This is an optimization exercise on Yosys and OpenROAD, whose aim is small area, not a production implementation.
Only simulation tests tie the RTL to the original design; equivalence was not proved.
No driver is modelled on the clock port, so clock power and skew are understated where the tree is cut down; a real chip needs a root buffer or a tree.
Power figures rest on the tool's default switching activity, not on a simulated workload.

## TopModule
module TopModule (
    input              clk,
    input              rst,
    input              chipSelect,
    input              read_in,
    input              write_in,
    input              A0In,
    input      [7:0]   inDataBus,
    output reg [7:0]   outDataBus,
    output reg         ioDataBus,
    input      [2:0]   cascade_in,
    output reg [2:0]   cascade_out,
    output             cascade_io,
    input              SP,
    input              interrupt_acknowledge_n,
    output reg         interrupt_to_cpu,
    input      [7:0]   interrupt_request
);
export LEC_CHECK = 0
export CAP_MARGIN = 0
export CORE_MARGIN = 2
export CORE_UTILIZATION = 40
export GPL_TIMING_DRIVEN = 0
export SLEW_MARGIN = 0
create_clock -name core_clock -period 10.0 [get_ports {clk}]
standard.sh (not shown) runs the stock make flow with config.mk's settings and CLKGATE_MAP_FILE= SYNTH_SCRIPT=/design/flow/synth_recipe.tcl, a recipe that flattens the netlist after the stock synthesis.
==> flow/flow/run.sh <==
#!/bin/bash
# Own layout flow: the standard ORFS flow with these changes:
#  - synthesis is the standard one, but ABC maps the logic with an area-oriented
#    script, tried with several seeds (flow/abc_override.tcl), instead of ORFS's
#    speed script; registers are untouched;
#  - port buffers use the smallest buffer cell;
#  - the clock tree is built by flow/clock_tree.tcl in place of ORFS's CTS step.
set -euo pipefail
W=$(pwd)
F=$W/flow
export MY_ABC_SEEDS="1 2 3 4 5 6 7 8"
export MY_ABC_TIME=15
export RES=$W/orfs/results/sky130hd/TopModule/base

# synthesis script: the standard flow's, with the abc command overridden
{ head -n 1 synth_recipe.tcl; cat "$F/abc_override.tcl"; tail -n +2 synth_recipe.tcl; } > my_synth.tcl
# config: the standard flow's, plus the extra settings
{ cat config.mk; echo; cat "$F/extra.mk"; } > my_config.mk
sed -e "s#$W/synth_recipe.tcl#$W/my_synth.tcl#g" -e "s#$W/config.mk#$W/my_config.mk#g" standard.sh > my_standard.sh

bash my_standard.sh synth > synth.log 2>&1
bash my_standard.sh place > place.log 2>&1
openroad -no_init -exit "$F/clock_tree.tcl" > clock_tree.log 2>&1
bash my_standard.sh finish > route_finish.log 2>&1
test -f out/final.def
==> flow/flow/clock_tree.tcl <==
# Clock tree built by hand in place of ORFS's CTS step: the flip-flops are
# split into groups_n groups of equal size by recursive bisection; each group
# gets a clkbuf_8 at its centre, and one clkbuf_4 root, driven by the clock
# port, drives the group buffers. Group buffers whose flip-flops still see a
# slow clock edge are then upsized to clkbuf_16.
set groups_n 5
set slew_limit_ps 122

proc split_groups {items k} {
  # Split items into k groups of near-equal size, cutting across the longer
  # side of their bounding box each time.
  if {$k == 1} { return [list $items] }
  set xs [lmap s $items {lindex $s 1}]
  set ys [lmap s $items {lindex $s 2}]
  set dx [expr {[tcl::mathfunc::max {*}$xs] - [tcl::mathfunc::min {*}$xs]}]
  set dy [expr {[tcl::mathfunc::max {*}$ys] - [tcl::mathfunc::min {*}$ys]}]
  set idx [expr {$dx >= $dy ? 1 : 2}]
  set sorted [lsort -real -index $idx $items]
  set k1 [expr {$k / 2}]
  set n1 [expr {int(round([llength $sorted] * double($k1) / $k))}]
  return [concat [split_groups [lrange $sorted 0 [expr {$n1 - 1}]] $k1] \
                 [split_groups [lrange $sorted $n1 end] [expr {$k - $k1}]]]
}

proc worst_sink_slew {net} {
  set worst 0
  foreach it [$net getITerms] {
    if {[$it getIoType] ne "INPUT"} { continue }
    set pin [get_pins [$it getName]]
    foreach e {rise fall} {
      set s [expr {[sta::time_ui_sta [get_property $pin slew_max_$e]] * 1e12}]
      if {$s > $worst} { set worst $s }
    }
  }
  return $worst
}

read_liberty $::env(FLOW_HOME)/platforms/sky130hd/lib/sky130_fd_sc_hd__tt_025C_1v80.lib
read_db $::env(RES)/3_place.odb
read_sdc $::env(RES)/3_place.sdc
source $::env(FLOW_HOME)/platforms/sky130hd/setRC.tcl

set db [ord::get_db]
set block [ord::get_db_block]
set clknet [$block findNet clk]
set bufm [$db findMaster sky130_fd_sc_hd__clkbuf_8]
set rootm [$db findMaster sky130_fd_sc_hd__clkbuf_4]
set bigm [$db findMaster sky130_fd_sc_hd__clkbuf_16]

set sinks {}
foreach it [$clknet getITerms] {
  set bb [[$it getInst] getBBox]
  lappend sinks [list $it [expr {([$bb xMin] + [$bb xMax]) / 2.0}] [expr {([$bb yMin] + [$bb yMax]) / 2.0}]]
}
set groups [split_groups $sinks $groups_n]

set rootnet [odb::dbNet_create $block clknet_root]
$rootnet setSigType CLOCK
set leaves {}
set n 0
set lx 0.0
set ly 0.0
foreach g $groups {
  set sx 0.0
  set sy 0.0
  foreach s $g { set sx [expr {$sx + [lindex $s 1]}]; set sy [expr {$sy + [lindex $s 2]}] }
  set cx [expr {$sx / [llength $g]}]
  set cy [expr {$sy / [llength $g]}]
  set buf [odb::dbInst_create $block $bufm clkbuf_leaf_$n]
  set net [odb::dbNet_create $block clknet_leaf_$n]
  $net setSigType CLOCK
  foreach s $g {
    set it [lindex $s 0]
    $it disconnect
    $it connect $net
  }
  [$buf findITerm X] connect $net
  [$buf findITerm A] connect $rootnet
  $buf setLocation [expr {int($cx)}] [expr {int($cy)}]
  $buf setPlacementStatus PLACED
  lappend leaves $buf
  set lx [expr {$lx + $cx}]
  set ly [expr {$ly + $cy}]
  incr n
}
set root [odb::dbInst_create $block $rootm clkbuf_root]
[$root findITerm A] connect $clknet
[$root findITerm X] connect $rootnet
$root setLocation [expr {int($lx / $n)}] [expr {int($ly / $n)}]
$root setPlacementStatus PLACED
puts "clock tree: [llength $sinks] flip-flops in $n groups of [join [lmap g $groups {llength $g}] {, }]"

detailed_placement
set_propagated_clock [all_clocks]
estimate_parasitics -placement
foreach buf $leaves {
  set w [worst_sink_slew [[$buf findITerm X] getNet]]
  if {$w > $slew_limit_ps} {
    puts "upsize [$buf getName]: worst flip-flop clock slew $w ps"
    $buf swapMaster $bigm
  }
}
detailed_placement
check_placement
estimate_parasitics -placement
set worst 0
foreach pin [all_registers -clock_pins] {
  foreach e {rise fall} {
    set s [expr {[sta::time_ui_sta [get_property $pin slew_max_$e]] * 1e12}]
    if {$s > $worst} { set worst $s }
  }
}
puts "worst flip-flop clock pin slew: $worst ps"
report_clock_skew
report_worst_slack -min
report_worst_slack -max
write_db $::env(RES)/4_1_cts.odb
write_db $::env(RES)/4_cts.odb
write_sdc $::env(RES)/4_cts.sdc
Other scripts of this flow, unchanged in this note and not shown: flow/flow/abc_override.tcl, flow/flow/extra.mk
The first run completed with no timing, DRC or antenna violations.
Rerun with:
Settings changed: CAP_MARGIN 0 to 5, SLEW_MARGIN 0 to 5.
Effect: Critical path depth rose by 1; register-to-register slack is better by 90 ps; total power rises by 0.47%; worst setup slack gains 320 ps; clock skew decreases by 4.0 ps; die area is unchanged; fmax increases by about 4.6%; synthesized cell count does not change; final area came out higher by 0.43%; sequential cell count does not change; final cell count goes up by 0.37%.
Rerun with:
--- a/flow/flow/clock_tree.tcl
+++ b/flow/flow/clock_tree.tcl
@@ -40,4 +40,7 @@
 read_sdc $::env(RES)/3_place.sdc
 source $::env(FLOW_HOME)/platforms/sky130hd/setRC.tcl
+
+# first shrink oversized repair buffers (flow/downsize.tcl)
+source [file join [file dirname [info script]] downsize.tcl]
 
 set db [ord::get_db]
==> flow/flow/downsize.tcl (new file) <==
# Buffers that the placement repair inserted or upsized are often larger than
# needed: try each with smaller buffer cells, smallest first, and keep the
# first that leaves no slew or capacitance violation at its output or its
# loads, with the slew limit tightened to 1.2 ns.
proc buffer_ok {inst} {
  # no capacitance violation at the buffer's output or its loads, and no
  # load whose slew is over 1.2 ns (the library's limit is 1.5 ns)
  sta::redirect_string_begin
  report_check_types -max_capacitance -violators
  set s [sta::redirect_string_end]
  set out [$inst findITerm X]
  set pins [list "[$inst getName]/X"]
  foreach it [[$out getNet] getITerms] {
    if {[$it getIoType] ne "INPUT"} { continue }
    set name "[[$it getInst] getName]/[[$it getMTerm] getName]"
    lappend pins $name
    foreach e {rise fall} {
      if {[sta::time_ui_sta [get_property [get_pins $name] slew_max_$e]] > 1.2e-9} { return 0 }
    }
  }
  foreach line [split $s "\n"] {
    if {![string match *VIOLATED* $line]} { continue }
    if {[lsearch -exact $pins [lindex $line 0]] >= 0} { return 0 }
  }
  return 1
}
estimate_parasitics -placement
set sizes {buf_1 buf_2 buf_4 buf_6 buf_8 buf_12 buf_16}
foreach pass {1 2} {
foreach inst [[ord::get_db_block] getInsts] {
  set m [$inst getMaster]
  set mname [$m getName]
  if {![regexp {^sky130_fd_sc_hd__(clk)?buf_([0-9]+)$} $mname]} { continue }
  if {[string match clkbuf_* [$inst getName]]} { continue }
  set area [expr {[$m getWidth] * [$m getHeight]}]
  foreach s $sizes {
    set cand [[ord::get_db] findMaster sky130_fd_sc_hd__$s]
    if {[$cand getWidth] * [$cand getHeight] >= $area} { break }
    $inst swapMaster $cand
    estimate_parasitics -placement
    if {[buffer_ok $inst]} {
      puts "downsize [$inst getName]: $mname -> sky130_fd_sc_hd__$s"
      break
    }
    $inst swapMaster $m
    estimate_parasitics -placement
  }
}
}
Settings changed: CAP_MARGIN 5 to 0, SLEW_MARGIN 5 to 0.
Effect:
- The new run produced a clean layout
- synthesized cell count is unchanged
- total power shrinks by 0.59%
- global-route usage shrinks by 0.22 points
- worst setup slack gets worse by 350 ps
- routed wire length shrinks by 1.2%
- hold slack gets worse by 27 ps
Rerun with:
--- a/flow/flow/clock_tree.tcl
+++ b/flow/flow/clock_tree.tcl
@@ -40,7 +40,4 @@
 read_sdc $::env(RES)/3_place.sdc
 source $::env(FLOW_HOME)/platforms/sky130hd/setRC.tcl
-
-# first shrink oversized repair buffers (flow/downsize.tcl)
-source [file join [file dirname [info script]] downsize.tcl]
 
 set db [ord::get_db]
Settings changed: CAP_MARGIN 0 to 20, GPL_TIMING_DRIVEN 0 to unset, SLEW_MARGIN 0 to 20.
removed: flow/flow/downsize.tcl
Critical path depth rises by 1.
Worst hold slack gains 33 ps.
Synthesized area does not change.
Combinational power barely changes.
Maximum frequency rises by 9.1%.
Design area rises by 0.92%.
Power rises by 0.97%.
Synthesized cell count stays the same.
Core utilization rises by 0.41 points.
No run of this note takes its clock network from TritonCTS; it comes from the design's own scripts or RTL.


TopModule, a different RTL version from the one above (not shown whole).
Size: about 410 cells after synthesis, roughly 82 flip-flops.
export LEC_CHECK = 0
export CAP_MARGIN = 20
export CORE_MARGIN = 2
export CORE_UTILIZATION = 40
export SLEW_MARGIN = 20
create_clock -name core_clock -period 10.0 [get_ports {clk}]
==> flow/flow/clock_tree.tcl <==
# Clock tree built by hand in place of ORFS's CTS step: the flip-flops are
# split into groups_n groups of equal size by recursive bisection; each group
# gets a clkbuf_8 at its centre, and one clkbuf_4 root, driven by the clock
# port, drives the group buffers. Group buffers whose flip-flops still see a
# slow clock edge are then upsized to clkbuf_16.
set groups_n 5
set slew_limit_ps 122

proc split_groups {items k} {
  # Split items into k groups of near-equal size, cutting across the longer
  # side of their bounding box each time.
  if {$k == 1} { return [list $items] }
  set xs [lmap s $items {lindex $s 1}]
  set ys [lmap s $items {lindex $s 2}]
  set dx [expr {[tcl::mathfunc::max {*}$xs] - [tcl::mathfunc::min {*}$xs]}]
  set dy [expr {[tcl::mathfunc::max {*}$ys] - [tcl::mathfunc::min {*}$ys]}]
  set idx [expr {$dx >= $dy ? 1 : 2}]
  set sorted [lsort -real -index $idx $items]
  set k1 [expr {$k / 2}]
  set n1 [expr {int(round([llength $sorted] * double($k1) / $k))}]
  return [concat [split_groups [lrange $sorted 0 [expr {$n1 - 1}]] $k1] \
                 [split_groups [lrange $sorted $n1 end] [expr {$k - $k1}]]]
}

proc worst_sink_slew {net} {
  set worst 0
  foreach it [$net getITerms] {
    if {[$it getIoType] ne "INPUT"} { continue }
    set pin [get_pins [$it getName]]
    foreach e {rise fall} {
      set s [expr {[sta::time_ui_sta [get_property $pin slew_max_$e]] * 1e12}]
      if {$s > $worst} { set worst $s }
    }
  }
  return $worst
}

read_liberty $::env(FLOW_HOME)/platforms/sky130hd/lib/sky130_fd_sc_hd__tt_025C_1v80.lib
read_db $::env(RES)/3_place.odb
read_sdc $::env(RES)/3_place.sdc
source $::env(FLOW_HOME)/platforms/sky130hd/setRC.tcl

set db [ord::get_db]
set block [ord::get_db_block]
set clknet [$block findNet clk]
set bufm [$db findMaster sky130_fd_sc_hd__clkbuf_8]
set rootm [$db findMaster sky130_fd_sc_hd__clkbuf_4]
set bigm [$db findMaster sky130_fd_sc_hd__clkbuf_16]

set sinks {}
foreach it [$clknet getITerms] {
  set bb [[$it getInst] getBBox]
  lappend sinks [list $it [expr {([$bb xMin] + [$bb xMax]) / 2.0}] [expr {([$bb yMin] + [$bb yMax]) / 2.0}]]
}
set groups [split_groups $sinks $groups_n]

set rootnet [odb::dbNet_create $block clknet_root]
$rootnet setSigType CLOCK
set leaves {}
set n 0
set lx 0.0
set ly 0.0
foreach g $groups {
  set sx 0.0
  set sy 0.0
  foreach s $g { set sx [expr {$sx + [lindex $s 1]}]; set sy [expr {$sy + [lindex $s 2]}] }
  set cx [expr {$sx / [llength $g]}]
  set cy [expr {$sy / [llength $g]}]
  set buf [odb::dbInst_create $block $bufm clkbuf_leaf_$n]
  set net [odb::dbNet_create $block clknet_leaf_$n]
  $net setSigType CLOCK
  foreach s $g {
    set it [lindex $s 0]
    $it disconnect
    $it connect $net
  }
  [$buf findITerm X] connect $net
  [$buf findITerm A] connect $rootnet
  $buf setLocation [expr {int($cx)}] [expr {int($cy)}]
  $buf setPlacementStatus PLACED
  lappend leaves $buf
  set lx [expr {$lx + $cx}]
  set ly [expr {$ly + $cy}]
  incr n
}
set root [odb::dbInst_create $block $rootm clkbuf_root]
[$root findITerm A] connect $clknet
[$root findITerm X] connect $rootnet
$root setLocation [expr {int($lx / $n)}] [expr {int($ly / $n)}]
$root setPlacementStatus PLACED
puts "clock tree: [llength $sinks] flip-flops in $n groups of [join [lmap g $groups {llength $g}] {, }]"

detailed_placement
set_propagated_clock [all_clocks]
estimate_parasitics -placement
foreach buf $leaves {
  set w [worst_sink_slew [[$buf findITerm X] getNet]]
  if {$w > $slew_limit_ps} {
    puts "upsize [$buf getName]: worst flip-flop clock slew $w ps"
    $buf swapMaster $bigm
  }
}
detailed_placement
check_placement
estimate_parasitics -placement
set worst 0
foreach pin [all_registers -clock_pins] {
  foreach e {rise fall} {
    set s [expr {[sta::time_ui_sta [get_property $pin slew_max_$e]] * 1e12}]
    if {$s > $worst} { set worst $s }
  }
}
puts "worst flip-flop clock pin slew: $worst ps"
report_clock_skew
report_worst_slack -min
report_worst_slack -max
write_db $::env(RES)/4_1_cts.odb
write_db $::env(RES)/4_cts.odb
write_sdc $::env(RES)/4_cts.sdc
Scripts as last shown in full above: flow/flow/run.sh
Other scripts of this flow, unchanged in this note and not shown: flow/flow/abc_override.tcl, flow/flow/extra.mk
Rerun with:
Settings changed: CORE_UTILIZATION 40 to 60.
Effect: The new run completed without violations; cell count drops by 9.2%; first-iteration DRC count rises by about 60%; final area shrinks by about 1.5%.
Rerun with:
--- a/flow/flow/clock_tree.tcl
+++ b/flow/flow/clock_tree.tcl
@@ -5,5 +5,5 @@
 # slow clock edge are then upsized to clkbuf_16.
 set groups_n 5
-set slew_limit_ps 122
+set slew_limit_ps 112
 
 proc split_groups {items k} {
Settings changed: CORE_UTILIZATION 60 to 40.
The changed run produced a clean layout.
Cell count rises by 10%.
Via count falls by 0.87%.
Total power rises by 0.86%.
Register-to-register slack gets worse by 0.05 ns.
Setup slack gets worse by 0.14 ns.
Design area rises by 1.8%.
Flip-flop and latch count is unchanged.
Core utilization falls by 23 points.
Rerun with:
Settings changed: GPL_TIMING_DRIVEN from default to 0.
Effect: First-iteration DRC count decreases by roughly a tenth. Global-route usage decreases by 1.0 points. Area after synthesis stays the same. Final cell count increases slightly. Wire length decreases by a few percent. Clock skew decreases by 0.0053 ns. Sequential cell count does not change. Via count stays flat.
In every run of this note, the design's own scripts or RTL, not TritonCTS, make the clock network.

static timing again, ports no longer ideal:
How much do the figures lean on ideal ports? The routed layouts below were timed once more, with nothing changed but the port constraints. Step 1: set_driving_cell puts a clkbuf_16 on clk and a buf_2 on each other input, an assumption about the parent block. Step 2 times the ports against the registers' clock, not the clock port: input delays grow and output delays shrink by t, the midpoint of the rising clock arrivals with the driver on. Three values: ideal, step 1, step 2; two values: the first two.
run	t (ns)	setup slack, ns	worst setup path at the end	clock arrival spread, ns	worst register clock-pin slew, ns
the first run of note 1	0.456	2.843 / 2.822 / 2.822	input to output	0.015 / 0.014	0.11 / 0.11
the second run of note 1	0.440	3.161 / 3.141 / 3.141	input to output	0.011 / 0.010	0.11 / 0.11
the third run of note 1	0.455	2.813 / 2.792 / 2.792	input to output	0.016 / 0.016	0.11 / 0.11
the fourth run of note 1	0.439	3.414 / 3.390 / 3.390	input to output	0.013 / 0.013	0.11 / 0.11
the first run of note 2	0.426	3.781 / 3.759 / 3.759	input to output	0.016 / 0.017	0.11 / 0.11
the second run of note 2	0.432	3.893 / 3.873 / 3.873	input to output	0.014 / 0.014	0.10 / 0.10
the third run of note 2	0.432	3.757 / 3.735 / 3.735	input to output	0.016 / 0.016	0.10 / 0.10
the fourth run of note 2	0.436	3.695 / 3.675 / 3.675	input to output	0.010 / 0.010	0.11 / 0.11
After both steps every run listed still meets setup and hold. For the fourth run of note 1, which loses most, drivers alone change the setup slack by -0.024 ns; drivers and shift together by -0.024 ns.
